Context: an optimization exercise on an open-source flow, tuned for small area, a short achievable clock period and few clock cycles per item. The choices shown serve that exercise and are no tape-out recipe.
RTL that was checked went through simulation tests only; none was proved equivalent to the original.
The RTL of runs 2 to 7 was laid out without a check of its function.

**flow/design.v**
```verilog
module gift128(input  wire clk,
               input  wire [127:0] P,
               input  wire [127:0] K,
	           input  wire ld, 
               output wire [127:0] C,
               output wire done);
	localparam [0:40*6-1] GIFT_RC = {
     6'h01,6'h03,6'h07,6'h0F,6'h1F,6'h3E,6'h3D,6'h3B,6'h37,6'h2F,
     6'h1E,6'h3C,6'h39,6'h33,6'h27,6'h0E,6'h1D,6'h3A,6'h35,6'h2B,
     6'h16,6'h2C,6'h18,6'h30,6'h21,6'h02,6'h05,6'h0B,6'h17,6'h2E,
     6'h1C,6'h38,6'h31,6'h23,6'h06,6'h0D,6'h1B,6'h36,6'h2D,6'h1A};
	reg  [127:0] state;
	reg  [127:0] roundkey;
    reg  [5:0]   round;
    wire [127:0] round_out;
    wire [127:0] roundkey_out;
    wire  [127:0] next_state;
    wire  [127:0] next_roundkey;
    wire  [5:0]   next_round;
    wire [127:0] sub_1, sub_2, sub_3;
    assign sub_1[(128- 32)-1 -: 32] =  state[(128- 32)-1 -: 32] ^ (state[(128    )-1 -: 32] & state[(128- 64)-1 -: 32]);
    assign sub_1[(128    )-1 -: 32] =  state[(128    )-1 -: 32] ^ (sub_1[(128- 32)-1 -: 32] & state[(128- 96)-1 -: 32]);
    assign sub_1[(128- 64)-1 -: 32] =  state[(128- 64)-1 -: 32] ^ (sub_1[(128    )-1 -: 32] | sub_1[(128- 32)-1 -: 32]);
    assign sub_1[(128- 96)-1 -: 32] =  state[(128- 96)-1 -: 32] ^ sub_1[(128- 64)-1 -: 32];
    assign sub_2[(128- 32)-1 -: 32] =  sub_1[(128- 32)-1 -: 32] ^ sub_1[(128- 96)-1 -: 32];
    assign sub_2[(128- 96)-1 -: 32] = ~sub_1[(128- 96)-1 -: 32];
    assign sub_2[(128- 64)-1 -: 32] =  sub_1[(128- 64)-1 -: 32] ^ (sub_1[(128    )-1 -: 32] & sub_2[(128- 32)-1 -: 32]);
    assign sub_2[(128    )-1 -: 32] =  sub_1[(128    )-1 -: 32];
    assign sub_3[(128    )-1 -: 32] =  sub_2[(128- 96)-1 -: 32];
    assign sub_3[(128- 32)-1 -: 32] =  sub_2[(128- 32)-1 -: 32];
    assign sub_3[(128- 64)-1 -: 32] =  sub_2[(128- 64)-1 -: 32];
    assign sub_3[(128- 96)-1 -: 32] =  sub_2[(128    )-1 -: 32];
    wire [31:0] pq0, pq1, pq2, pq3;
    wire [31:0] pi0, pi1, pi2, pi3;
    assign pi0 = sub_3[(128    )-1 -: 32];
    assign pi1 = sub_3[(128- 32)-1 -: 32];
    assign pi2 = sub_3[(128- 64)-1 -: 32];
    assign pi3 = sub_3[(128- 96)-1 -: 32];
    assign {pq0[15], pq0[23], pq0[31], pq0[ 7], pq0[14], pq0[22], pq0[30], pq0[ 6], 
            pq0[13], pq0[21], pq0[29], pq0[ 5], pq0[12], pq0[20], pq0[28], pq0[ 4], 
            pq0[11], pq0[19], pq0[27], pq0[ 3], pq0[10], pq0[18], pq0[26], pq0[ 2], 
            pq0[ 9], pq0[17], pq0[25], pq0[ 1], pq0[ 8], pq0[16], pq0[24], pq0[ 0]} = pi0;
    assign {pq1[23], pq1[31], pq1[ 7], pq1[15], pq1[22], pq1[30], pq1[ 6], pq1[14], 
            pq1[21], pq1[29], pq1[ 5], pq1[13], pq1[20], pq1[28], pq1[ 4], pq1[12], 
            pq1[19], pq1[27], pq1[ 3], pq1[11], pq1[18], pq1[26], pq1[ 2], pq1[10], 
            pq1[17], pq1[25], pq1[ 1], pq1[ 9], pq1[16], pq1[24], pq1[ 0], pq1[ 8]} = pi1;
    assign {pq2[31], pq2[ 7], pq2[15], pq2[23], pq2[30], pq2[ 6], pq2[14], pq2[22], 
            pq2[29], pq2[ 5], pq2[13], pq2[21], pq2[28], pq2[ 4], pq2[12], pq2[20], 
            pq2[27], pq2[ 3], pq2[11], pq2[19], pq2[26], pq2[ 2], pq2[10], pq2[18], 
            pq2[25], pq2[ 1], pq2[ 9], pq2[17], pq2[24], pq2[ 0], pq2[ 8], pq2[16]} = pi2;
    assign {pq3[ 7], pq3[15], pq3[23], pq3[31], pq3[ 6], pq3[14], pq3[22], pq3[30], 
            pq3[ 5], pq3[13], pq3[21], pq3[29], pq3[ 4], pq3[12], pq3[20], pq3[28], 
            pq3[ 3], pq3[11], pq3[19], pq3[27], pq3[ 2], pq3[10], pq3[18], pq3[26], 
            pq3[ 1], pq3[ 9], pq3[17], pq3[25], pq3[ 0], pq3[ 8], pq3[16], pq3[24]} = pi3;
	wire [31:0] ark0, ark1, ark2, ark3;
	assign ark0 = pq0;
	assign ark1 = {roundkey[(128- 96)-1 -: 16], roundkey[(128-112)-1 -: 16]} ^ pq1;
	assign ark2 = {roundkey[(128- 32)-1 -: 16], roundkey[(128- 48)-1 -: 16]} ^ pq2;
	assign ark3 = ((round < 6'd40) ? GIFT_RC[6*round +: 6] : 6'h00) ^ pq3 ^ 32'h80000000;
    wire [127:0] ark_out;
	assign ark_out = {ark0, ark1, ark2, ark3};
	wire [15:0] rw0, rw1, rw2, rw3, rw4, rw5, rw6, rw7;
	assign {rw0, rw1, rw2, rw3, rw4, rw5, rw6, rw7} = roundkey;
	assign roundkey_out = {{rw6[2-1:0], rw6[15:2]}, {rw7[12-1:0], rw7[15:12]},
							rw0, rw1, rw2, rw3, rw4, rw5};
    assign round_out = ark_out;
    assign next_state = (ld) ? P : round_out;
    assign next_roundkey = (ld)   ? K : roundkey_out;
    assign next_round    = (ld)   ? 4'h0 : 
                           (done) ? 4'h0 : round + 4'h1;
    always @(posedge clk)
    begin
      state    <= next_state;
      roundkey <= next_roundkey; 
      round    <= next_round;
    end
    assign C = ark_out;
    assign done = (round == 6'd39);
endmodule
```
**flow/run.sh**
```bash
#!/bin/bash
# synth_recipe.tcl (not shown) runs the flow's synth.tcl, then flattens the netlist and writes it again
# the make line also repeats each setting of config.mk as NAME=value (left out here)
make -C /OpenROAD-flow-scripts/flow DESIGN_CONFIG=/design/flow/config.mk WORK_HOME=/design/flow/orfs CLKGATE_MAP_FILE= SYNTH_SCRIPT=/design/flow/synth_recipe.tcl finish
```
**flow/config.mk**
```make
export PLATFORM = sky130hd
export DESIGN_NAME = gift128
export DESIGN_NICKNAME = gift128
export VERILOG_FILES = /design/flow/design.v
export SDC_FILE = /design/flow/constraint.sdc
export NUM_CORES = 4
export LEC_CHECK = 0
export CAP_MARGIN = 20
export CORE_MARGIN = 2
export CORE_UTILIZATION = 40
export SLEW_MARGIN = 20
```
**flow/constraint.sdc**
```tcl
create_clock -name core_clock -period 10.0 [get_ports {clk}]
set_input_delay 2.0000 -clock core_clock [delete_from_list [all_inputs] [get_ports {clk}]]
set_output_delay 2.0000 -clock core_clock [all_outputs]
set_load 0.01 [all_outputs]
```
==> flow_summary_export.csv, run 1 <==
group,metric,value,unit
layout,final_cell_mix,"clkdlybuf4s50_1 (385), dfxtp_1 (262), mux2_2 (254)",
clock_tree,cts_setup_buffers,0,
layout,seqCellArea,5250,sq um
placed_design,placed_cells,2214,
flow_run,drv_cap,0,
timing,fin_crit,7.33,ns
floorplanning,die_h,190,um
routing,via_per_inst,5.16,
yosys,synth.yosys.seq_area_share,37.9,%
critical_path,cp_data_arrival_time,5.33,ns
yosys,synth_top_area_cell,"dfxtp_1",
routing,finalWirelength,50900,um
yosys,synth_edf_count,0,
critical_path,timing.rr.end,"state[2]",
critical_path,cp.required,8.00,ns
floorplanning,num_rows,68,
critical_path,reg2reg_from,"round[1]",
routing,via_count,11750,
yosys,syn-num-nets,1691,
floorplanning,core_area,34300,sq um
critical_path,worst-path-max-fanout,19,
clock_tree,cts_buffer_depth,3,
yosys,synth_top_area_share,37.9,%
layout,syn_to_final_growth,38.4,%
yosys,syn_area_per_cell,9.71,sq um
placed_design,gp_congestion,0.909,
timing,max_freq,136,MHz
global_route,grt_pass1_vias,11467,
clock_tree,root_buffer,"clkbuf_16",
routing,ant_nets,0,
routing,drc,0,
floorplanning,dieArea,36100,sq um
layout,multi_input_area,8340,sq um
timing,whs,0.454,ns
clock_tree,hold_buffers,0,
critical_path,r2r_slack,5.46,ns
yosys,async_flop_share,0,%
timing,setup_slack,2.67,ns
global_route,track_usage,27.2,%
clock_tree,cts_sinks,262,
global_route,grt_start_max_net_pins,87,
timing,maxSlewViolCount,0,
critical_path,endpoint_kind,"output port",
clock_tree,cts.clk_slew.worst_paths,0.06,ns
global_route,antenna_found_initial,10,
routing,first_iter_violations,823,
yosys,syn_inst,1424,
layout,utilization,55.8,%
timing,finalCritPeriodShare,73.3,%
layout,fill_cells,3082,
timing,hold_violations,0,
critical_path,path_class,"register to output port",
layout,nets,2058,
worst_hold_path,hp-class,"register to register",
routing,wl_per_cell,22.3,um
yosys,synth_area_leaders,"dfxtp_1 (38%), mux2_2 (21%), xnor2_1 (11%)",
floorplanning,chipWidth,190,um
clock_tree,cts_tree,"built",
clock_tree,clk_latency,0.57,ns
layout,final_layout_size_suffix_gt1_share,18.5,%
critical_path,worstRegToRegCells,12,
timing,tightestPinTransition,1.06,ns
clock_tree,cts-resized-gates,0,
critical_path,endpoint,"C[5]",
routing,firstDrtPassIters,5,
global_route,grt_pass1_wl,72800,um
critical_path,critical_path.startpoint_type,"register",
yosys,yosys_warnings,1,
critical_path,crit_start,"round[1]",
timing,rsz0062_at_grt,"false",
timing,fin_tns_setup,0,ns
yosys,synth_cell_types,75,
outcome,status,"no timing/DRC/antenna violations",
timing,clock_skew,0.00943,ns
placed_design,io_buffers,386,
yosys,synth-seq-cells,262,
clock_tree,htree_levels,1,
layout,final_common_cell,"clkdlybuf4s50_1",
floorplanning,start_util,40.3,%
clock_tree,numCtsBuffers,30,
timing,maxSlewHeadroom,29.3,%
placed_design,preCtsSetupSlack,3.19,ns
floorplanning,ios,387,
timing,setup_viol,0,
placed_design,hpwl,39700,um
layout,final_cell_count_no_fill,2277,
yosys,syn_area,13800,sq um
yosys,synth_flop_cell,"dfxtp_1",
global_route,grt.overflow.total,0,
==> stage by stage <==
step | cell area (sq um)
floorplan | 13800
global placement | 18100
detailed placement | 18100
CTS | 19100
global route | 19100
finish | 19100
==> per-layer routing <==
metal  wire length, um  global-route usage, %  part of all wire, %
met1             21300                   33.3                   42
met2             23800                   45.8                   47
met3              3730                   6.51                  7.3
met4              2000                   11.2                  3.9
met5                23                      0                0.045
==> cell usage after synthesis, types with 3 or more instances <==
cell and instances:
mux2_2 254, clkbuf_1 47, buf_1 4, a21boi_0 3, nand3_1 40, inv_1 9, o32ai_1 4, a22oi_1 4
xor2_1 38, buf_2 7, a21oi_1 122, a31oi_1 10, or3_1 7, nand3b_1 28, o2111ai_1 4, a311oi_1 3
dfxtp_1 262, mux2i_1 5, a211oi_1 6, o21ai_1 3, ha_1 8, o211ai_1 6, nor3_1 4, a221o_1 3
a221oi_1 3, o21ai_0 90, o22ai_1 3, nand2b_1 38, nand2_1 97, nand4_1 4, a21o_1 6, o31ai_1 3
nor2_1 74, xnor2_1 172
==> sequential cells by signal (all words and copies together) (netlist names) <==
register	flops
roundkey	128
state	128
round	6
==> worst max-delay path: stages, from the launching register on <==
cell and delay [ns]:
dfxtp_1 0.34, ha_1 0.27, fa_1 0.56, ha_1 0.27, xor3_1 0.60, nor2_1 0.49
a21oi_1 0.07, o211ai_1 0.25, o2111ai_1 0.15, a221oi_1 0.29, a211oi_1 0.09, o31ai_1 0.39
xor2_1 0.32, clkdlybuf4s50_1 0.65
==> worst min-delay path by stage <==
| stage | slack [ns] | depth (start not counted) | startpoint | to |
|---|---|---|---|---|
| after detailed placement | 0.44 | 1 | roundkey[57] | roundkey[25] |
| after CTS | 0.46 | 1 | roundkey[57] | roundkey[25] |
| after global placement | 0.44 | 1 | roundkey[110] | roundkey[78] |
| after floorplan | 0.43 | 1 | roundkey[32] | roundkey[0] |
| final | 0.45 | 1 | roundkey[48] | roundkey[16] |
| after global routing | 0.46 | 1 | roundkey[118] | roundkey[86] |
==> logic make-up (layout without fill, tap and decap cells) <==
group / Yosys count / in the layout / share of synthesized area (%)
xor+xnor: 216 / 216 / 14.1
compound gates: 297 / 297 / 12.9
fa+ha+maj: 9 / 9 / 0.868
mux: 261 / 261 / 21.2
simple gates: 310 / 310 / 11.0
flops: 262 / 262 / 37.9
buf+inv: 69 / 459 / 1.96
other cells: 0 / 8 / 0
==> layout make-up <==
| cell class | count | area share (%) |
|---|---|---|
| well taps | 455 | 2.97 |
| multi-input cells | 1093 | 43.6 |
| diodes | 8 | 0.105 |
| repair buffers | 394 | 20.5 |
| flip-flops and latches | 262 | 27.4 |
| clock inverters | 11 | 0.523 |
| clock buffers | 44 | 4.72 |
| inverters | 10 | 0.222 |
Testbench counts, summed over its fixed seeds: cycles 15,368, items 384.
==> inputs of run 2 (changes only) <==
==> flow/design.v (replaced) <==
module gift128(input  wire clk,
               input  wire [127:0] P,
               input  wire [127:0] K,
               input  wire ld,
               output wire [127:0] C,
               output wire done);
    localparam R = 5;
    reg  [127:0] state;
    reg  [127:0] roundkey;
    reg  [5:0]   rc;       
    function [127:0] gift_round(input [127:0] s, input [127:0] w, input [5:0] c);
        reg [31:0] s0, s1, s2, s3, t, p0, p1, p2, p3;
        integer b;
        begin
            {s0, s1, s2, s3} = s;
            s1 = s1 ^ (s0 & s2);
            s0 = s0 ^ (s1 & s3);
            s2 = s2 ^ (s0 | s1);
            s3 = s3 ^ s2;
            s1 = s1 ^ s3;
            s3 = ~s3;
            s2 = s2 ^ (s0 & s1);
            t = s0; s0 = s3; s3 = t;
            for (b = 0; b < 8; b = b + 1) begin
                p0[b +  0] = s0[4*b+0]; p0[b + 24] = s0[4*b+1]; p0[b + 16] = s0[4*b+2]; p0[b +  8] = s0[4*b+3];
                p1[b +  8] = s1[4*b+0]; p1[b +  0] = s1[4*b+1]; p1[b + 24] = s1[4*b+2]; p1[b + 16] = s1[4*b+3];
                p2[b + 16] = s2[4*b+0]; p2[b +  8] = s2[4*b+1]; p2[b +  0] = s2[4*b+2]; p2[b + 24] = s2[4*b+3];
                p3[b + 24] = s3[4*b+0]; p3[b + 16] = s3[4*b+1]; p3[b +  8] = s3[4*b+2]; p3[b +  0] = s3[4*b+3];
            end
            p2 = p2 ^ w[95:64];
            p1 = p1 ^ w[31:0];
            p3 = p3 ^ {1'b1, 25'h0, c};
            gift_round = {p0, p1, p2, p3};
        end
    endfunction
    function [127:0] key_update(input [127:0] w);
        begin
            key_update = {w[17:16], w[31:18], w[11:0], w[15:12], w[127:32]};
        end
    endfunction
    function [5:0] rc_update(input [5:0] c);
        begin
            rc_update = {c[4:0], ~(c[5] ^ c[4])};
        end
    endfunction
    wire [127:0] st [0:R];
    wire [127:0] kw [0:R];
    wire [5:0]   cw [0:R];
    assign st[0] = state;
    assign kw[0] = roundkey;
    assign cw[0] = rc;
    genvar j;
    generate
        for (j = 0; j < R; j = j + 1) begin : rnd
            assign st[j+1] = gift_round(st[j], kw[j], cw[j]);
            assign kw[j+1] = key_update(kw[j]);
            assign cw[j+1] = rc_update(cw[j]);
        end
    endgenerate
    always @(posedge clk) begin
        state    <= ld ? P : st[R];
        roundkey <= ld ? K : kw[R];
        rc       <= ld ? 6'h01 : cw[R];
    end
    assign C    = state;
    assign done = (rc == 6'h34);    
endmodule
==> run 2 against run 1 <==
Still clean on timing, DRC and antenna. Non-clock buffer count grew 27. Global-route usage is 11 points higher. Flip-flop and latch count unchanged. Critical endpoint is now state[28]. Highest routed layer unchanged.
==> flow_summary_export.csv, run 2 <==
group,metric,value,unit
outcome,status,"no timing/DRC/antenna violations",
critical_path,critical_path.startpoint_type,"register",
routing,wl_per_cell,30.2,um
clock_tree,cts_buffer_depth,3,
placed_design,hpwl,140000,um
critical_path,path_delay_family,"compound AO/OA/AOI/OAI gates",
timing,clock_skew,0.0280,ns
yosys,synth.yosys.seq_area_share,16.1,%
yosys,synth-seq-cells,262,
routing,firstDrtPassIters,7,
timing,tightestPinTransition,1.33,ns
yosys,synth_flop_cell,"dfxtp_1",
global_route,grt.overflow.total,0,
routing,via_per_inst,6.27,
critical_path,endpoint_kind,"register",
clock_tree,clk_latency,0.58,ns
layout,nets,4719,
floorplanning,ios,387,
timing,setup_viol,0,
global_route,grt_pass1_wl,226000,um
critical_path,cp.required,10.36,ns
routing,first_iter_violations,4032,
timing,fin_tns_setup,0,ns
routing,drc,0,
routing,finalWirelength,167000,um
placed_design,io_buffers,386,
yosys,async_flop_share,0,%
floorplanning,chipWidth,289,um
routing,ant_nets,0,
yosys,synth_top_area_cell,"dfxtp_1",
critical_path,cpMaxStageDelayCell,"o21ai_0",
clock_tree,numCtsBuffers,38,
clock_tree,htree_levels,2,
global_route,grt_pass1_vias,30293,
yosys,syn_area,32500,sq um
floorplanning,core_area,80500,sq um
clock_tree,cts_tree,"built",
yosys,syn-num-nets,4428,
placed_design,gp_congestion,1.05,
clock_tree,hold_buffers,0,
layout,final_common_cell,"xnor2_1",
routing,via_count,34761,
timing,fin_crit,6.38,ns
floorplanning,start_util,40.4,%
clock_tree,root_buffer,"clkbuf_16",
yosys,synth_common_cells,"xnor2_1 (547), nand2_1 (370), nor2_1 (296)",
yosys,synth_area_leaders,"dfxtp_1 (16%), xnor2_1 (15%), xor2_1 (5.3%)",
layout,top_regs,"roundkey (128), state (128), rc (6)",
flow_run,drv_cap,0,
worst_hold_path,hp-class,"register to register",
critical_path,cp_data_arrival_time,6.74,ns
timing,rsz0062_at_grt,"false",
global_route,antenna_found_initial,15,
global_route,track_usage,38.5,%
yosys,syn_area_per_cell,7.81,sq um
yosys,synth.most_common_cell,"xnor2_1",
layout,final_cell_mix,"xnor2_1 (546), clkdlybuf4s50_1 (385), nand2_1 (370)",
floorplanning,die_h,289,um
yosys,synth_top_area_share,16.1,%
clock_tree,cts.clk_slew.worst_paths,0.06,ns
critical_path,path_class,"register to register",
clock_tree,cts_setup_buffers,0,
clock_tree,cts-resized-gates,0,
critical_path,crit_chain,"nand2b_1 -> a21oi_1 -> o31ai_2 -> nand2_1 -> or4_1 -> o211ai_1 -> a32oi_1 -> xnor2_1 -> mux2_2 -> a211oi_2 -> xor2_2 -> o311ai_0 -> o21ai_0",
timing,maxSlewViolCount,0,
clock_tree,cts_sinks,262,
yosys,syn_inst,4167,
yosys,yosys_warnings,1,
global_route,grt_start_max_net_pins,90,
yosys,synth_edf_count,0,
timing,finalCritPeriodShare,63.8,%
layout,syn_to_final_growth,18.7,%
critical_path,worst-path-max-fanout,8,
timing,hold_violations,0,
layout,fill_cells,8046,
floorplanning,dieArea,83600,sq um
critical_path,cpPeakStageDelay,1.00,ns
critical_path,crit_buf_inv,0,
timing,max_freq,157,MHz
floorplanning,num_rows,104,
timing,maxSlewHeadroom,11.1,%
layout,utilization,47.9,%
layout,final_layout_size_suffix_gt1_share,8.98,%
yosys,synth_cell_types,125,
[run 2: cell types whose count changed after synthesis, moves of 86 or more]
cell | before | now
o21ai_0 | 90 | 231
xnor2_1 | 172 | 547
nor2_1 | 74 | 296
xor2_1 | 38 | 196
nor3_1 | 4 | 101
and2_1 | 2 | 104
nand2_1 | 97 | 370
a21oi_1 | 122 | 208
mux2_2 | 254 | 150
nand3_1 | 40 | 129
[run 2: final cells by class]
cell class                 instances  area [sq um]  share of cell area [%]
clock inverter                    20           260                   0.674
antenna                            2          5.00                  0.0130
timing repair buffer             421          4130                    10.7
sequential                       262          5250                    13.6
inverter                          54           203                   0.525
tap                             1060          1330                    3.44
clock buffer                      48          1050                    2.72
multi-input combinational       3681         26400                    68.3
[run 2: stage by stage]
stage,cells,hold slack [ns],area (sq um),worst slack (ns)
CTS,5546,0.641,38600,4.03
floorplan,4167,0.493,32500,5.69
global route,5546,0.666,38600,3.67
detailed placement,5478,0.621,37300,4.08
global placement,5477,0.617,37300,3.95
finish,5548,0.665,38600,3.62
[run 2: worst paths after layout]
check	from	cells past startpoint	end	slack (ns)
setup reg to reg	state[93]	13	state[28]	3.62
hold / removal	roundkey[119]	1	roundkey[85]	0.67
setup / recovery	state[93]	13	state[28]	3.62
hold reg to reg	roundkey[119]	1	roundkey[85]	0.67
[run 2: kinds of logic (layout without fill, tap and decap cells)]
kind of cell | after synthesis | count (layout) | share of synthesized area [%]
simple gates | 1497 | 1497 | 23.9
xor+xnor | 812 | 812 | 24.3
fa+ha+maj | 3 | 3 | 0.115
buf+inv | 224 | 543 | 2.85
compound gates | 1126 | 1126 | 24.6
flops | 262 | 262 | 16.1
other cells | 0 | 2 | 0
mux | 243 | 243 | 8.08
[run 2: layer usage]
layer  vias to the layer above  share of wire, %  global-route usage [%]
met5                         -             0.023                       0
li1                      15904                 -                       -
met3                       381               9.8                    6.87
met2                      1873                42                    58.0
met4                         6               7.9                    25.5
met1                     16597                40                    50.2
==> inputs of run 3 (changes only) <==
--- a/flow/design.v
+++ b/flow/design.v
@@ -4,7 +4,7 @@
                input  wire ld,
                output wire [127:0] C,
                output wire done);
-    localparam R = 5;
+    localparam R = 4;
     reg  [127:0] state;
     reg  [127:0] roundkey;
     reg  [5:0]   rc;       
==> run 3 against run 2 <==
Still clean. Count of clock-buffer cells in the layout is 1 lower. Via count is 24% lower. Critical path depth fell by 1. Routed wire length decreased by 29%. Worst setup slack gained 1.3 ns. Fmax rose by 25%. First-iteration DRC count fell by 27%. Utilization rose by 1.6 points. Sequential share of layout area increased by 2.8 points.
==> flow_summary_export.csv, run 3 <==
group,metric,value,unit
floorplanning,start_util,40.5,%
critical_path,r2r_slack,4.88,ns
yosys,syn_inst,3222,
floorplanning,die_h,259,um
critical_path,timing.rr.end,"state[50]",
placed_design,io_buffers,386,
layout,final_cell_mix,"xnor2_1 (457), clkdlybuf4s50_1 (385), nand2_1 (294)",
critical_path,cpMaxStageDelayCell,"a211oi_1",
routing,first_iter_violations,2963,
floorplanning,dieArea,67300,sq um
critical_path,reg2reg_from,"state[62]",
floorplanning,core_area,64500,sq um
routing,via_count,26539,
layout,nets,3822,
floorplanning,num_rows,93,
routing,via_per_inst,5.98,
clock_tree,cts_tree,"built",
yosys,synth_top_area_share,20.1,%
timing,max_freq,195,MHz
critical_path,critical_path.startpoint_type,"register",
yosys,synth-seq-cells,262,
yosys,syn_area,26100,sq um
routing,firstDrtPassIters,6,
yosys,yosys_warnings,1,
routing,wl_per_cell,26.7,um
timing,whs,0.514,ns
timing,setup_viol,0,
critical_path,cpPeakStageDelay,0.76,ns
worst_hold_path,holdPathStages,2,
clock_tree,clk_latency,0.57,ns
timing,clock_skew,0.0187,ns
routing,ant_nets,0,
flow_run,drv_cap,0,
global_route,grt_start_max_net_pins,96,
yosys,synth_edf_count,0,
clock_tree,cts-resized-gates,0,
yosys,synth_flop_cell,"dfxtp_1",
global_route,grt_pass1_wl,164000,um
floorplanning,chipWidth,259,um
critical_path,cp_data_arrival_time,5.51,ns
worst_hold_path,hp-class,"register to register",
routing,drc,0,
global_route,antenna_found_initial,8,
yosys,synth.most_common_cell,"xnor2_1",
timing,maxSlewHeadroom,21.8,%
layout,final_layout_size_suffix_gt1_share,9.07,%
critical_path,crit_chain,"nand2b_1 -> and3_1 -> or4_1 -> a31o_2 -> a211oi_1 -> xnor2_1 -> mux2_2 -> a211oi_1 -> xnor2_1 -> mux2i_1 -> a21boi_0 -> o31ai_1",
timing,fin_tns_setup,0,ns
clock_tree,cts_sinks,262,
critical_path,cp.required,10.40,ns
global_route,grt_pass1_vias,23353,
clock_tree,hold_buffers,0,
clock_tree,htree_levels,2,
clock_tree,root_buffer,"clkbuf_16",
critical_path,worstRegToRegCells,12,
timing,tightestPinTransition,1.16,ns
yosys,synth_cell_types,111,
yosys,synth_common_cells,"xnor2_1 (457), nand2_1 (294), dfxtp_1 (262)",
timing,hold_violations,0,
layout,top_regs,"roundkey (128), state (128), rc (6)",
yosys,syn-num-nets,3482,
yosys,synth_area_leaders,"dfxtp_1 (20%), xnor2_1 (15%), mux2_2 (7.0%)",
placed_design,preCtsSetupSlack,4.99,ns
critical_path,worst-path-max-fanout,7,
yosys,syn_area_per_cell,8.10,sq um
clock_tree,cts_setup_buffers,0,
global_route,grt.overflow.total,0,
yosys,synth.yosys.seq_area_share,20.1,%
critical_path,endpoint_kind,"register",
layout,syn_to_final_growth,22.3,%
clock_tree,cts_buffer_depth,3,
timing,maxSlewViolCount,0,
clock_tree,cts.clk_slew.worst_paths,0.06,ns
critical_path,path_class,"register to register",
timing,finalCritPeriodShare,51.2,%
outcome,status,"no timing/DRC/antenna violations",
placed_design,gp_congestion,1.01,
timing,setup_slack,4.88,ns
routing,finalWirelength,118000,um
floorplanning,ios,387,
placed_design,hpwl,97500,um
worst_hold_path,min_from,"roundkey[60]",
clock_tree,numCtsBuffers,35,
yosys,synth_top_area_cell,"dfxtp_1",
timing,fin_crit,5.12,ns
timing,rsz0062_at_grt,"false",
placed_design,placed_cells,4380,
layout,final_cell_count_no_fill,4441,
global_route,track_usage,33.8,%
layout,final_common_cell,"xnor2_1",
worst_hold_path,hold_end,"roundkey[58]",
yosys,async_flop_share,0,%
[run 3: changes by cell type after synthesis, sizes merged, moves of 53 or more]
cell and change:
xnor2 -97, nand2 -79, nor3 -61, o21ai -66
a21oi -53, nor2 -70
[run 3: area by class of cell]
cell class | instances | area [sq um]
Antenna cell | 2 | 5.00
Clock buffer | 47 | 1000
Clock inverter | 12 | 145
Fill cell | 6394 | 32600
Inverter | 41 | 154
Multi-Input combinational cell | 2819 | 20300
Sequential cell | 262 | 5250
Tap cell | 855 | 1070
Timing Repair Buffer | 403 | 4000
[run 3: critical path: cells and delay by family (launching register included)]
family,cells,cell delay (ns)
xor+xnor,2,0.70
flops,1,0.67
compound gates,5,1.97
mux,2,0.69
simple gates,3,0.90
[run 3: how the worst max path moves through the flow]
stage	start	to	slack (ns)
2_1_floorplan	state[101]	state[92]	6.27
3_3_place_gp	state[62]	state[50]	5.02
3_5_place_dp	state[62]	state[50]	4.99
4_1_cts	state[62]	state[50]	4.98
5_1_grt	state[62]	state[50]	4.83
6_report	state[62]	state[50]	4.88
[run 3: cell families (layout without fill, tap and decap cells)]
| kind of cell | Yosys count | in the layout | synth area share, % |
|---|---|---|---|
| other | 0 | 2 | 0 |
| flip-flops | 262 | 262 | 20.1 |
| AO/OA/AOI/OAI | 854 | 854 | 22.7 |
| multiplexers | 236 | 236 | 9.84 |
| XOR/XNOR | 651 | 651 | 23.8 |
| buffers and inverters | 141 | 503 | 2.13 |
| adder cells (fa/ha/maj) | 2 | 2 | 0.0959 |
| AND/OR/NAND/NOR | 1076 | 1076 | 21.3 |
[run 3: through the flow]
step | util (%) | cell area, sq um
finish | 49.5 | 31900
global route | 49.5 | 31900
CTS | 49.5 | 31900
detailed placement | 47.7 | 30800
global placement | 47.7 | 30800
floorplan | - | 26100
[run 3: per-layer routing]
metal,vias up,GRT usage (%),share of wire (%)
met2,1162,51.6,43
met1,12683,45.6,42
met5,-,0,0.030
met3,214,5.80,8.9
li1,12474,-,-
met4,6,17.5,5.7
==> inputs of run 4 (changes only) <==
--- a/flow/design.v
+++ b/flow/design.v
@@ -4,13 +4,13 @@
                input  wire ld,
                output wire [127:0] C,
                output wire done);
-    localparam R = 4;
+    localparam R = 4;     
+    localparam M = 4;     
     reg  [127:0] state;
     reg  [127:0] roundkey;
-    reg  [5:0]   rc;       
-    function [127:0] gift_round(input [127:0] s, input [127:0] w, input [5:0] c);
-        reg [31:0] s0, s1, s2, s3, t, p0, p1, p2, p3;
-        integer b;
+    reg  [5:0]   rc;        
+    function [127:0] sub_cells(input [127:0] s);
+        reg [31:0] s0, s1, s2, s3;
         begin
             {s0, s1, s2, s3} = s;
             s1 = s1 ^ (s0 & s2);
@@ -20,7 +20,14 @@
             s1 = s1 ^ s3;
             s3 = ~s3;
             s2 = s2 ^ (s0 & s1);
-            t = s0; s0 = s3; s3 = t;
+            sub_cells = {s3, s1, s2, s0};
+        end
+    endfunction
+    function [127:0] perm_ark(input [127:0] s, input [127:0] w, input [5:0] c);
+        reg [31:0] s0, s1, s2, s3, p0, p1, p2, p3;
+        integer b;
+        begin
+            {s0, s1, s2, s3} = s;
             for (b = 0; b < 8; b = b + 1) begin
                 p0[b +  0] = s0[4*b+0]; p0[b + 24] = s0[4*b+1]; p0[b + 16] = s0[4*b+2]; p0[b +  8] = s0[4*b+3];
                 p1[b +  8] = s1[4*b+0]; p1[b +  0] = s1[4*b+1]; p1[b + 24] = s1[4*b+2]; p1[b + 16] = s1[4*b+3];
@@ -30,7 +37,7 @@
             p2 = p2 ^ w[95:64];
             p1 = p1 ^ w[31:0];
             p3 = p3 ^ {1'b1, 25'h0, c};
-            gift_round = {p0, p1, p2, p3};
+            perm_ark = {p0, p1, p2, p3};
         end
     endfunction
     function [127:0] key_update(input [127:0] w);
@@ -46,15 +53,27 @@
     wire [127:0] st [0:R];
     wire [127:0] kw [0:R];
     wire [5:0]   cw [0:R];
+    wire [127:0] st_in [0:R-1];
+    wire [127:0] kw_in [0:R-1];
+    wire [5:0]   cw_in [0:R-1];
     assign st[0] = state;
     assign kw[0] = roundkey;
     assign cw[0] = rc;
     genvar j;
     generate
         for (j = 0; j < R; j = j + 1) begin : rnd
-            assign st[j+1] = gift_round(st[j], kw[j], cw[j]);
-            assign kw[j+1] = key_update(kw[j]);
-            assign cw[j+1] = rc_update(cw[j]);
+            if (j == M) begin : mx
+                assign st_in[j] = ld ? P : st[j];
+                assign kw_in[j] = ld ? K : kw[j];
+                assign cw_in[j] = ld ? 6'h01 : cw[j];
+            end else begin : nomx
+                assign st_in[j] = st[j];
+                assign kw_in[j] = kw[j];
+                assign cw_in[j] = cw[j];
+            end
+            assign st[j+1] = perm_ark(sub_cells(st_in[j]), kw_in[j], cw_in[j]);
+            assign kw[j+1] = key_update(kw_in[j]);
+            assign cw[j+1] = rc_update(cw_in[j]);
         end
     endgenerate
     always @(posedge clk) begin
--- a/flow/config.mk
+++ b/flow/config.mk
@@ -8,4 +8,5 @@
 export CAP_MARGIN = 20
 export CORE_MARGIN = 2
 export CORE_UTILIZATION = 40
+export SETUP_SLACK_MARGIN = 5
 export SLEW_MARGIN = 20
==> run 4 against run 3 <==
Clock skew is 0.0057 ns higher. Synthesized cell count stayed put. First-iteration DRC count is 0.13% higher. Critical endpoint is now state[13].
==> flow_summary_export.csv, run 4 <==
group,metric,value,unit
clock_tree,root_buffer,"clkbuf_16",
yosys,synth_top_area_cell,"dfxtp_1",
clock_tree,cts.clk_slew.worst_paths,0.06,ns
timing,setup_viol,0,
global_route,grt_pass1_wl,165000,um
layout,syn_to_final_growth,22.5,%
critical_path,worst-path-max-fanout,10,
floorplanning,start_util,40.5,%
layout,final_cell_mix,"xnor2_1 (455), clkdlybuf4s50_1 (385), nand2_1 (294)",
yosys,syn_inst,3222,
critical_path,r2r_slack,5.01,ns
critical_path,cp.required,10.37,ns
yosys,synth_flop_cell,"dfxtp_1",
layout,top_regs,"roundkey (128), state (128), rc (6)",
yosys,synth_top_area_share,20.1,%
clock_tree,cts_tree,"built",
critical_path,reg2reg_from,"state[79]",
layout,final_layout_size_suffix_gt1_share,9.24,%
timing,maxSlewHeadroom,24.8,%
timing,clock_skew,0.0244,ns
routing,via_count,26703,
placed_design,gp_congestion,1.02,
layout,nets,3817,
floorplanning,ios,387,
clock_tree,htree_levels,2,
critical_path,cp_data_arrival_time,5.37,ns
yosys,synth.yosys.seq_area_share,20.1,%
yosys,async_flop_share,0,%
yosys,syn_area,26100,sq um
global_route,grt_start_max_net_pins,181,
critical_path,path_class,"register to register",
layout,design_area,32000,sq um
timing,rsz0062_at_grt,"true",
global_route,grt.overflow.total,0,
clock_tree,cts_sinks,262,
critical_path,critical_path.startpoint_type,"register",
clock_tree,cts_buffer_depth,3,
routing,via_per_inst,6.01,
timing,maxSlewViolCount,0,
floorplanning,dieArea,67300,sq um
timing,max_freq,200,MHz
timing,finalCritPeriodShare,49.9,%
yosys,synth.most_common_cell,"xnor2_1",
critical_path,timing.rr.end,"state[13]",
timing,fin_tns_setup,0,ns
yosys,syn-num-nets,3482,
global_route,grt_pass1_vias,23026,
timing,fin_crit,4.99,ns
global_route,antenna_found_initial,4,
placed_design,placed_cells,4374,
clock_tree,numCtsBuffers,36,
critical_path,worstRegToRegCells,12,
timing,tightestPinTransition,1.12,ns
yosys,synth_edf_count,0,
routing,wl_per_cell,26.8,um
critical_path,crit_start,"state[79]",
yosys,synth_area_leaders,"dfxtp_1 (20%), xnor2_1 (15%), mux2_2 (7.0%)",
routing,drc,0,
outcome,status,"no timing/DRC/antenna violations",
floorplanning,chipWidth,259,um
flow_run,drv_cap,0,
routing,first_iter_violations,2967,
timing,hold_violations,0,
yosys,synth_common_cells,"xnor2_1 (457), nand2_1 (294), dfxtp_1 (262)",
critical_path,endpoint_kind,"register",
global_route,track_usage,33.9,%
yosys,synth_cell_types,111,
placed_design,placed_area,30700,sq um
routing,ant_nets,0,
floorplanning,core_area,64500,sq um
routing,firstDrtPassIters,8,
floorplanning,num_rows,93,
placed_design,io_buffers,386,
floorplanning,die_h,259,um
yosys,yosys_warnings,1,
worst_hold_path,hp-class,"register to register",
clock_tree,cts_setup_buffers,0,
routing,finalWirelength,119000,um
critical_path,endpoint,"state[13]",
yosys,synth-seq-cells,262,
yosys,syn_area_per_cell,8.10,sq um
layout,final_common_cell,"xnor2_1",
placed_design,hpwl,97600,um
clock_tree,clk_latency,0.58,ns
layout,final_cell_count_no_fill,4443,
-- run 4: cell types whose count changed in the layout (fill, tap and decap cells not counted), moves of 2 or more --
cell and delta:
buf_4 -7, inv_6 +6, clkinvlp_4 +3, clkinv_2 -2, diode_2 +2, xnor2_1 -2
xnor2_2 +2
-- run 4: per-stage QoR --
| stage | hold slack (ns) | util, % | worst slack, ns |
|---|---|---|---|
| floorplan | 0.476 | - | 6.27 |
| global placement | 0.539 | 47.7 | 4.65 |
| detailed placement | 0.547 | 47.7 | 4.65 |
| CTS | 0.550 | 49.6 | 5.16 |
| global route | 0.589 | 49.6 | 4.97 |
| finish | 0.542 | 49.6 | 5.01 |
-- run 4: what timing repair did --
item                                   4_1_cts  5_1_grt
endpoints found under the hold margin        0        0
hold buffers                                 0        0
setup endpoints to repair                    1        3
resized for setup                            2        3
-- run 4: cell type report --
type                    instances  area [sq um]
well taps                     855          1070
multi-input cells            2819         20300
inverters                      41           154
fillers                      6293         32500
clock buffers                  46          1000
repair buffers                397          3960
diodes                          4          10.0
flip-flops and latches        262          5250
clock inverters                19           210
-- run 4: worst min-delay path by stage --
stage | startpoint | to | cells after the start
6_report | roundkey[48] | roundkey[62] | 2
5_1_grt | roundkey[48] | roundkey[62] | 2
4_1_cts | roundkey[48] | roundkey[62] | 2
3_5_place_dp | roundkey[48] | roundkey[62] | 2
3_3_place_gp | roundkey[48] | roundkey[62] | 2
2_1_floorplan | roundkey[112] | roundkey[126] | 2
-- run 4: logic make-up (layout without fill, tap and decap cells) --
logic type      after synthesis  count (layout)  share of synthesized area, %
flops                       262             262                          20.1
simple gates               1076            1076                          21.3
buf+inv                     141             503                          2.13
xor+xnor                    651             651                          23.8
compound gates              854             854                          22.7
mux                         236             236                          9.84
fa+ha+maj                     2               2                        0.0959
other cells                   0               4                             0
-- run 4: critical path, stage by stage (launching register included) --
cell      delay, ns
dfxtp_1        0.51
and3b_1        0.23
or4_1          0.57
a21o_1         0.24
and4_1         0.20
o31ai_1        0.79
and2_4         0.33
o211ai_2       0.10
xor2_1         0.53
and3_1         0.30
o21bai_1       0.09
xnor2_1        0.13
o21ai_0        0.77
-- run 4: routing by layer --
metal	track usage, %	wire, um	vias up
li1	-	-	12473
met1	46.3	49300	12661
met2	51.3	50800	1339
met3	6.63	12400	228
met4	15.6	6470	2
met5	0	13	-
==> inputs of run 5 (changes only) <==
--- a/flow/design.v
+++ b/flow/design.v
@@ -4,8 +4,8 @@
                input  wire ld,
                output wire [127:0] C,
                output wire done);
-    localparam R = 4;     
-    localparam M = 4;     
+    localparam R = 3;     
+    localparam M = 2;     
     reg  [127:0] state;
     reg  [127:0] roundkey;
     reg  [5:0]   rc;        
@@ -77,9 +77,9 @@
         end
     endgenerate
     always @(posedge clk) begin
-        state    <= ld ? P : st[R];
-        roundkey <= ld ? K : kw[R];
-        rc       <= ld ? 6'h01 : cw[R];
+        state    <= st[R];
+        roundkey <= kw[R];
+        rc       <= cw[R];
     end
     assign C    = state;
     assign done = (rc == 6'h34);    
==> flow/flow/run.sh (new file) <==
#!/bin/bash
# Standard ORFS layout, with timing repair aimed at a tighter period than the
# constraint (setup margin) and small port buffers. Logs: flow_std.log here,
# ORFS's own per-step logs under orfs/logs.
set -euo pipefail
MARGIN=$(cat flow/margin.txt 2>/dev/null || echo 7)
bash standard.sh SETUP_SLACK_MARGIN=$MARGIN "BUFFER_PORTS_ARGS=-buffer_cell sky130_fd_sc_hd__buf_1" finish > flow_std.log 2>&1
==> flow/flow/margin.txt (new file) <==
7
==> flow/standard.sh (new file) <==
#!/bin/bash
# synth_recipe.tcl (not shown) runs the flow's synth.tcl, then flattens the netlist and writes it again
# the make line also repeats each setting of config.mk as NAME=value (left out here)
make -C /OpenROAD-flow-scripts/flow DESIGN_CONFIG=/design/flow/config.mk WORK_HOME=/design/flow/orfs CLKGATE_MAP_FILE= SYNTH_SCRIPT=/design/flow/synth_recipe.tcl "${@:-finish}"
--- a/flow/config.mk
+++ b/flow/config.mk
@@ -8,5 +8,4 @@
 export CAP_MARGIN = 20
 export CORE_MARGIN = 2
 export CORE_UTILIZATION = 40
-export SETUP_SLACK_MARGIN = 5
 export SLEW_MARGIN = 20
removed: flow/run.sh
==> run 5 against run 4 <==
Critical path depth shrank 4. Design area up 6.0%. Worst setup slack better by 1.5 ns. Utilization increased by 14 points. Routed wire length shrank 1.8%. First-iteration DRC count decreased by 9.5%.
==> flow_summary_export.csv, run 5 <==
group,metric,value,unit
outcome,status,"no timing/DRC/antenna violations",
flow_run,drv_cap,0,
clock_tree,cts_tree,"built",
clock_tree,cts_sinks,262,
worst_hold_path,min_from,"roundkey[98]",
timing,hold_violations,0,
timing,finalCritPeriodShare,34.9,%
yosys,syn_area_per_cell,8.58,sq um
floorplanning,start_util,40.2,%
timing,max_freq,287,MHz
timing,maxSlewViolCount,0,
global_route,grt.overflow.total,0,
global_route,antenna_found_initial,4,
routing,first_iter_violations,2684,
yosys,syn_area,21600,sq um
yosys,syn-num-nets,2771,
placed_design,placed_cells,3519,
yosys,synth_edf_count,0,
layout,nets,3534,
critical_path,reg2reg_from,"state[65]",
clock_tree,htree_levels,2,
critical_path,worstRegToRegCells,11,
critical_path,path_delay_family,"compound AO/OA/AOI/OAI gates",
placed_design,hpwl,76500,um
floorplanning,chipWidth,236,um
worst_hold_path,hold_end,"roundkey[2]",
floorplanning,num_rows,85,
timing,fin_crit,3.49,ns
global_route,track_usage,39.0,%
yosys,syn_inst,2512,
critical_path,crit_chain,"clkbuf_16 -> buf_16 -> buf_12 -> buf_16 -> o41ai_4 -> inv_1 -> o31ai_1 -> xor2_1",
layout,top_regs,"roundkey (128), state (128), rc (6)",
routing,ant_nets,0,
global_route,grt_pass1_vias,22588,
clock_tree,clk_latency,0.58,ns
clock_tree,cts_buffer_depth,3,
timing,maxSlewHeadroom,31.9,%
worst_hold_path,holdPathStages,1,
floorplanning,dieArea,55800,sq um
yosys,synth_top_area_share,24.3,%
worst_hold_path,hp-class,"register to register",
yosys,synth_flop_cell,"dfxtp_1",
yosys,synth.most_common_cell,"xnor2_1",
routing,firstDrtPassIters,8,
critical_path,cp_data_arrival_time,3.95,ns
clock_tree,numCtsBuffers,34,
timing,tightestPinTransition,1.01,ns
timing,rsz0062_at_grt,"true",
layout,final_cell_mix,"buf_4 (276), xnor2_1 (261), buf_1 (256)",
critical_path,timing.rr.end,"state[38]",
critical_path,cpMaxStageDelayCell,"o41ai_4",
routing,via_per_inst,6.19,
floorplanning,core_area,53600,sq um
floorplanning,ios,387,
layout,fill_cells,4252,
critical_path,cpPeakStageDelay,0.60,ns
layout,final_layout_size_suffix_gt1_share,42.3,%
layout,final_cell_count_no_fill,3994,
yosys,synth_cell_types,119,
routing,finalWirelength,117000,um
global_route,grt_pass1_wl,157000,um
placed_design,io_buffers,386,
layout,utilization,63.2,%
yosys,synth.yosys.seq_area_share,24.3,%
timing,setup_viol,0,
yosys,synth_top_area_cell,"dfxtp_1",
critical_path,crit_buf_inv,5,
floorplanning,die_h,236,um
critical_path,worst-path-max-fanout,17,
yosys,async_flop_share,0,%
clock_tree,root_buffer,"clkbuf_16",
critical_path,critical_path.startpoint_type,"input pin",
critical_path,cp.required,10.47,ns
yosys,synth_common_cells,"xnor2_1 (325), dfxtp_1 (262), nand2_1 (214)",
critical_path,endpoint_kind,"register",
timing,fin_tns_setup,0,ns
routing,drc,0,
critical_path,cp_common_cell,"buf_16",
critical_path,r2r_slack,6.63,ns
routing,wl_per_cell,29.3,um
placed_design,gp_congestion,0.940,
routing,via_count,24715,
layout,final_common_cell,"buf_4",
yosys,yosys_warnings,1,
layout,syn_to_final_growth,57.2,%
timing,clock_skew,0.0296,ns
yosys,synth_area_leaders,"dfxtp_1 (24%), xnor2_1 (13%), mux2_2 (8.3%)",
clock_tree,hold_buffers,0,
global_route,grt_start_max_net_pins,38,
yosys,synth-seq-cells,262,
clock_tree,cts.clk_slew.worst_paths,0.06,ns
critical_path,path_class,"input pin to register",
==> run 5: final cells by class <==
type	instances	area (sq um)	area share, %
repair buffers	800	6890	20.3
repair inverters	8	208	0.613
inverters	30	141	0.417
flip-flops and latches	262	5740	16.9
multi-input cells	2139	18900	55.9
clock buffers	43	946	2.79
diodes	1	2.50	0.00738
clock inverters	15	153	0.450
well taps	696	871	2.57
==> run 5: routing by layer <==
metal / routed length [um] / share of wire (%) / global-route usage, %
met5: 12 / 0.010 / 0
met4: 10100 / 8.6 / 27.4
met2: 49800 / 43 / 58.5
met1: 44700 / 38 / 49.6
met3: 12200 / 10 / 8.75
==> run 5: how the worst max path moves through the flow <==
stage	slack (ns)	end	depth (start not counted)	startpoint
CTS	6.58	done	3	rc[5]
floorplan	6.46	state[57]	8	ld
global route	6.46	state[38]	8	ld
detailed placement	4.66	state[38]	11	ld
global placement	4.72	state[32]	9	ld
finish	6.51	state[38]	8	ld
==> run 5: cell families after synthesis <==
kind of cell	share of synthesized area [%]
AOI/OAI and AO/OA	21.0
xor gates and xnor gates	21.7
adders and majority gates	0.0580
buffers and inverters	2.08
DFF	24.3
muxes	11.5
and+or+nand+nor	19.3
==> run 5: repair_timing <==
action | in CTS | in global routing
endpoints found under the setup margin | 374 | 255
gates cloned | 29 | 3
endpoints found under the hold margin | 0 | 0
gates resized for setup | 884 | 272
setup buffers | 293 | 91
pin swaps | 137 | 168
==> run 5: metrics by stage <==
step / hold slack, ns / area [sq um] / setup slack [ns]
final: 0.508 / 33900 / 6.51
after global routing: 0.529 / 33900 / 6.46
after global placement: 0.494 / 24400 / 4.72
after floorplan: 0.463 / 22800 / 6.46
after CTS: 0.509 / 31800 / 6.58
after detailed placement: 0.497 / 24400 / 4.66
==> inputs of run 6 (changes only) <==
--- a/flow/design.v
+++ b/flow/design.v
@@ -9,6 +9,7 @@
     reg  [127:0] state;
     reg  [127:0] roundkey;
     reg  [5:0]   rc;        
+    reg          done_r;    
     function [127:0] sub_cells(input [127:0] s);
         reg [31:0] s0, s1, s2, s3;
         begin
@@ -76,11 +77,13 @@
             assign cw[j+1] = rc_update(cw_in[j]);
         end
     endgenerate
+    wire [5:0] rc_next = cw[R];
     always @(posedge clk) begin
+        done_r <= (rc_next == 6'h34);    
         state    <= st[R];
         roundkey <= kw[R];
-        rc       <= cw[R];
+        rc       <= rc_next;
     end
     assign C    = state;
-    assign done = (rc == 6'h34);    
+    assign done = done_r;
 endmodule
==> flow/flow/run.sh (replaced) <==
#!/bin/bash
# The standard ORFS layout, with 1x port buffers instead of the default
# (clkdlybuf4s50_1) and, if flow/margin.txt exists, timing repair aimed that
# many ns below the clock period (setup margin). The make output goes to
# flow_std.log here; ORFS's per-step logs are under orfs/logs.
set -euo pipefail
ARGS=("BUFFER_PORTS_ARGS=-buffer_cell sky130_fd_sc_hd__buf_1")
if [[ -f flow/margin.txt ]]; then ARGS+=("SETUP_SLACK_MARGIN=$(cat flow/margin.txt)"); fi
bash standard.sh "${ARGS[@]}" finish > flow_std.log 2>&1
removed: flow/flow/margin.txt
==> run 6 against run 5 <==
Still clean. Critical path depth rose by 2. First-iteration DRC count is 31% lower. Utilization is 17 points lower. Area after synthesis shrank 1.0%. Fmax decreased by 27%. Final cell count decreased by 11%. Register-to-register slack lost 0.47 ns. Routed wire length shrank 22%. Critical path type unchanged.
==> flow_summary_export.csv, run 6 <==
group,metric,value,unit
timing,clock_skew,0.0173,ns
yosys,synth_area_leaders,"dfxtp_1 (25%), xnor2_1 (13%), mux2_2 (8.2%)",
critical_path,path_class,"input pin to register",
floorplanning,die_h,235,um
timing,hold_violations,0,
clock_tree,cts-resized-gates,0,
clock_tree,clk_latency,0.55,ns
layout,final_layout_size_suffix_gt1_share,10.5,%
placed_design,io_buffers,386,
yosys,synth_top_area_share,24.7,%
placed_design,gp_congestion,0.937,
clock_tree,hold_buffers,0,
routing,wl_per_cell,25.5,um
yosys,syn_area_per_cell,8.58,sq um
clock_tree,numCtsBuffers,35,
yosys,synth_edf_count,0,
floorplanning,dieArea,55200,sq um
yosys,synth_top_area_cell,"dfxtp_1",
clock_tree,cts_buffer_depth,3,
yosys,synth.most_common_cell,"xnor2_1",
timing,tightestPinTransition,1.18,ns
flow_run,drv_cap,0,
critical_path,cp_data_arrival_time,5.23,ns
outcome,status,"no timing/DRC/antenna violations",
timing,whs,0.506,ns
timing,fin_tns_setup,0,ns
critical_path,crit_chain,"clkbuf_4 -> buf_4 -> buf_12 -> nor2_1 -> nand2_1 -> mux2i_1 -> a311o_1 -> or3_1 -> and3_1 -> xnor2_1",
floorplanning,chipWidth,235,um
worst_hold_path,hp-class,"register to register",
critical_path,cp.required,10.44,ns
timing,maxSlewViolCount,0,
critical_path,worst-path-max-fanout,165,
floorplanning,ios,387,
layout,final_cell_mix,"buf_1 (385), xnor2_1 (324), dfxtp_1 (263)",
layout,final_cell_count_no_fill,3565,
global_route,grt_pass1_vias,19038,
timing,fin_crit,4.79,ns
clock_tree,htree_levels,2,
clock_tree,cts_sinks,263,
timing,max_freq,209,MHz
critical_path,endpoint_kind,"register",
yosys,async_flop_share,0,%
placed_design,hpwl,74400,um
global_route,grt_pass1_wl,128000,um
critical_path,cpMaxStageDelayCell,"buf_4",
routing,ant_nets,0,
placed_design,placed_cells,3501,
clock_tree,cts.clk_slew.worst_paths,0.06,ns
routing,via_count,20666,
timing,maxSlewHeadroom,20.9,%
layout,final_common_cell,"buf_1",
yosys,synth_flop_cell,"dfxtp_1",
critical_path,cpPeakStageDelay,0.69,ns
yosys,syn_area,21300,sq um
floorplanning,core_area,52700,sq um
global_route,antenna_found_initial,0,
yosys,syn_inst,2489,
global_route,use_met1,44.2,%
yosys,syn-num-nets,2747,
critical_path,critical_path.startpoint_type,"input pin",
global_route,grt.overflow.total,0,
timing,setup_viol,0,
routing,drc,0,
routing,finalWirelength,91000,um
global_route,grt_start_max_net_pins,166,
routing,firstDrtPassIters,5,
yosys,synth_common_cells,"xnor2_1 (324), dfxtp_1 (263), nand2_1 (219)",
timing,rsz0062_at_grt,"false",
layout,syn_to_final_growth,15.3,%
clock_tree,cts_setup_buffers,0,
clock_tree,root_buffer,"clkbuf_16",
layout,top_regs,"roundkey (128), state (128), rc (6)",
yosys,yosys_warnings,1,
yosys,synth_cell_types,115,
floorplanning,num_rows,84,
global_route,globalRouteMet2Util,49.0,%
yosys,synth-seq-cells,263,
global_route,top_usage_layer,"met2",
clock_tree,cts_tree,"built",
global_route,gr-usage-met3,4.26,%
global_route,track_usage,31.4,%
timing,finalCritPeriodShare,47.9,%
yosys,synth.yosys.seq_area_share,24.7,%
layout,nets,3108,
routing,first_iter_violations,1861,
floorplanning,start_util,40.5,%
routing,via_per_inst,5.80,
-- run 6: cell count changes after synthesis, sizes merged, moves of 7 or more --
cell,before,now
o31a,14,5
mux2i,66,82
and2,43,54
nor3,50,33
inv,29,36
nor4,20,13
clkbuf,47,29
o211ai,16,9
a211oi,31,21
nor2b,35,42
nand2b,72,82
-- run 6: cells by family after synthesis --
logic type	share of synthesized area, %
and+or+nand+nor	19.7
DFF	24.7
xor gates and xnor gates	22.1
AOI/OAI and AO/OA	19.1
muxes	12.4
buffers and inverters	2.09
-- run 6: cell type report --
| class | count | area (sq um) |
|---|---|---|
| clock buffer | 47 | 993 |
| fill | 5196 | 28100 |
| timing repair buffer | 393 | 1520 |
| antenna | 2 | 5.00 |
| multi-input combinational | 2121 | 15600 |
| sequential | 263 | 5270 |
| clock inverter | 15 | 189 |
| tap | 688 | 861 |
| inverter | 36 | 138 |
-- run 6: worst max-delay path: cells and delay by family --
kind            cells  cell delay, ns
compound gates      1            0.48
xor+xnor            1            0.11
buf+inv             3            1.34
mux                 1            0.07
simple gates        4            0.86
-- run 6: final timing paths --
kind                                    start      endpoint  slack (ns)  cells past startpoint
worst max-delay path                       ld     state[50]        5.21                     10
worst max register to register       state[7]     state[35]        6.16                     10
worst min-delay path            roundkey[106]  roundkey[10]        0.51                      1
worst min register to register  roundkey[106]  roundkey[10]        0.51                      1
-- run 6: per-stage QoR --
step / utilization [%] / worst slack, ns / area (sq um)
CTS: 46.7 / 5.28 / 24600
global route: 46.7 / 4.99 / 24600
global placement: 44.5 / 4.81 / 23400
detailed placement: 44.5 / 4.72 / 23400
finish: 46.7 / 5.21 / 24600
floorplan: - / 5.85 / 21300
-- run 6: metal layers --
layer | share of wire, % | up-vias
li1 | - | 9673
met1 | 46 | 10000
met2 | 44 | 863
met3 | 6.9 | 130
met4 | 3.6 | 0
met5 | 0 | -
==> inputs of run 7 (changes only) <==
==> flow/flow/margin.txt (new file) <==
6.4
==> run 7 against run 6 <==
Utilization rose by 1.1 points. Critical path depth fell by 2. Synthesized cell count did not move. Via count rose by 0.93%. Clock skew rose by 0.0051 ns. Final cell count rose by 0.20%. Worst setup slack improved by 1.2 ns. Count of clock-buffer cells in the layout rose by 1. Critical path type unchanged. Largest cell class unchanged.
==> flow_summary_export.csv, run 7 <==
group,metric,value,unit
floorplanning,die_h,235,um
yosys,synth.yosys.seq_area_share,24.7,%
timing,rsz0062_at_grt,"true",
yosys,syn_area_per_cell,8.58,sq um
placed_design,io_buffers,386,
critical_path,critical_path.startpoint_type,"input pin",
yosys,synth_area_leaders,"dfxtp_1 (25%), xnor2_1 (13%), mux2_2 (8.2%)",
worst_hold_path,min_from,"roundkey[103]",
yosys,synth_edf_count,0,
timing,fin_tns_setup,0,ns
worst_hold_path,hp-class,"register to register",
clock_tree,root_buffer,"clkbuf_16",
yosys,syn_area,21300,sq um
routing,via_count,20859,
placed_design,gp_congestion,0.942,
timing,clock_skew,0.0225,ns
worst_hold_path,hold_end,"roundkey[7]",
layout,final_layout_size_suffix_gt1_share,12.0,%
routing,firstDrtPassIters,6,
timing,max_freq,280,MHz
yosys,synth_common_cells,"xnor2_1 (324), dfxtp_1 (263), nand2_1 (219)",
layout,fill_cells,5132,
clock_tree,cts.clk_slew.worst_paths,0.06,ns
critical_path,cp.required,10.48,ns
layout,top_regs,"roundkey (128), state (128), rc (6)",
floorplanning,chipWidth,235,um
layout,syn_to_final_growth,18.0,%
critical_path,path_class,"input pin to register",
placed_design,hpwl,74000,um
clock_tree,clk_latency,0.57,ns
timing,setup_viol,0,
timing,finalCritPeriodShare,35.7,%
critical_path,worstRegToRegCells,8,
outcome,status,"no timing/DRC/antenna violations",
floorplanning,start_util,40.5,%
layout,final_cell_count_no_fill,3572,
global_route,track_usage,32.1,%
timing,whs,0.511,ns
yosys,async_flop_share,0,%
routing,first_iter_violations,2152,
yosys,synth_cell_types,115,
critical_path,r2r_slack,6.46,ns
flow_run,drv_cap,0,
worst_hold_path,holdPathStages,1,
yosys,yosys_warnings,1,
yosys,synth.most_common_cell,"xnor2_1",
critical_path,timing.rr.end,"state[7]",
global_route,grt_pass1_wl,131000,um
floorplanning,core_area,52700,sq um
layout,final_common_cell,"buf_1",
timing,maxSlewHeadroom,35.6,%
timing,maxSlewViolCount,0,
placed_design,preCtsSetupSlack,4.71,ns
yosys,synth_top_area_share,24.7,%
critical_path,reg2reg_from,"state[120]",
timing,hold_violations,0,
timing,setup_slack,6.43,ns
layout,nets,3115,
routing,drc,0,
floorplanning,dieArea,55200,sq um
floorplanning,num_rows,84,
timing,fin_crit,3.57,ns
yosys,synth_top_area_cell,"dfxtp_1",
clock_tree,cts_buffer_depth,3,
yosys,synth-seq-cells,263,
routing,wl_per_cell,26.2,um
critical_path,cp_data_arrival_time,4.05,ns
routing,finalWirelength,93700,um
global_route,grt_start_max_net_pins,72,
global_route,antenna_found_initial,5,
routing,ant_nets,0,
yosys,syn_inst,2489,
layout,final_cell_mix,"buf_1 (385), xnor2_1 (321), dfxtp_1 (262)",
critical_path,worst-path-max-fanout,56,
critical_path,endpoint_kind,"register",
clock_tree,numCtsBuffers,35,
yosys,syn-num-nets,2747,
timing,tightestPinTransition,0.957,ns
yosys,synth_flop_cell,"dfxtp_1",
routing,via_per_inst,5.84,
clock_tree,cts_sinks,263,
clock_tree,hold_buffers,0,
floorplanning,ios,387,
clock_tree,cts_tree,"built",
clock_tree,htree_levels,2,
global_route,grt_pass1_vias,19351,
placed_design,placed_cells,3498,
global_route,grt.overflow.total,0,
-- run 7: changes by cell type in the layout (fill, tap and decap cells not counted), moves of 3 or more --
cell        change
xnor2_1         -3
o31ai_1         -4
buf_4           -3
buf_16          +3
xnor2_2         +3
bufbuf_16       +3
clkinvlp_4      -4
a22oi_2         +3
mux2i_2         +4
mux2i_1         -4
a22oi_1         -3
-- run 7: logic make-up after synthesis --
family	count (synthesis)	synth area share (%)
flip-flops	263	24.7
XOR/XNOR	478	22.1
buffers and inverters	105	2.09
multiplexers	238	12.4
AND/OR/NAND/NOR	819	19.7
AO/OA/AOI/OAI	586	19.1
-- run 7: final cells by class --
class / instances / area [sq um] / share of cell area (%)
multi-input cells: 2121 / 15900 / 63.2
flip-flops and latches: 263 / 5270 / 20.9
repair buffers: 399 / 1750 / 6.96
clock buffers: 48 / 996 / 3.95
well taps: 688 / 861 / 3.42
clock inverters: 15 / 240 / 0.953
inverters: 36 / 151 / 0.601
repair inverters: 1 / 8.76 / 0.0348
diodes: 1 / 2.50 / 0.00993
-- run 7: repair_timing --
item	CTS	global route
setup buffers	0	3
cloned	4	3
pin swaps	1	2
endpoints found under the setup margin	156	34
gates resized for setup	35	14
-- run 7: how the worst max path moves through the flow --
stage,start,endpoint,slack (ns),cells after the start
floorplan,ld,state[54],6.34,10
detailed placement,ld,state[53],4.71,8
global placement,ld,state[37],4.77,8
global route,ld,state[37],6.36,8
finish,ld,state[37],6.43,8
CTS,state[52],state[43],6.38,10
-- run 7: routing by layer --
metal / up-vias / GRT usage [%] / part of all wire (%)
met5: - / 0 / 0.027
met4: 4 / 14.3 / 4.8
met3: 181 / 5.73 / 8.1
met2: 924 / 50.2 / 44
met1: 10060 / 43.1 / 43
li1: 9690 / - / -
-- run 7: worst max-delay path, stage by stage --
cell and delay (ns):
clkbuf_16 0.22, buf_12 0.32, buf_16 0.25, nor3_1 0.09, a221o_2 0.51, xnor2_1 0.16
a211oi_1 0.28, xnor2_1 0.15
-- run 7: metrics by stage --
stage | instance area, sq um | utilization (%)
floorplan | 21600 | -
global placement | 23500 | 44.6
detailed placement | 23500 | 44.6
CTS | 25000 | 47.5
global route | 25200 | 47.8
finish | 25200 | 47.9

## separate check: timing with driven ports
Ports are ideal in the flow. The routed layouts listed here were re-timed in OpenROAD. Step 1 (the two cells are an assumption about what drives the block):
set clk [get_ports {clk}]
set_driving_cell -lib_cell sky130_fd_sc_hd__clkbuf_16 $clk
set_driving_cell -lib_cell sky130_fd_sc_hd__buf_2 [delete_from_list [all_inputs] $clk]
Step 2 adds t to the input delays and takes it off the output delays; t is the mean of the earliest and latest rising clock arrival at the registers after step 1. Input paths then give back, and output paths get back, about the clock's delay inside the block. a / b / c = no drivers / after step 1 / after step 2; a / b = the first two.
| run | t, ns | setup WS [ns] | worst data-port slew with drivers (ns) | pins driven straight from the clock port |
|---|---|---|---|---|
| run 1 | 0.618 | 2.672 / 2.614 / 3.232 | 0.12 | 1 |
| run 2 | 0.640 | 3.623 / 3.623 / 3.623 | 0.08 | 1 |
| run 3 | 0.629 | 4.883 / 4.883 / 4.883 | 0.06 | 1 |
| run 4 | 0.631 | 5.007 / 5.007 / 5.007 | 0.06 | 1 |
| run 5 | 0.629 | 6.513 / 6.444 / 5.816 | 0.15 | 1 |
| run 6 | 0.597 | 5.214 / 5.247 / 4.650 | 0.06 | 1 |
| run 7 | 0.621 | 6.434 / 6.326 / 5.705 | 0.16 | 1 |
After both steps setup and hold are still met in every run listed. For run 7, which loses most, drivers alone change the setup slack by -0.108 ns; drivers and shift together by -0.729 ns.
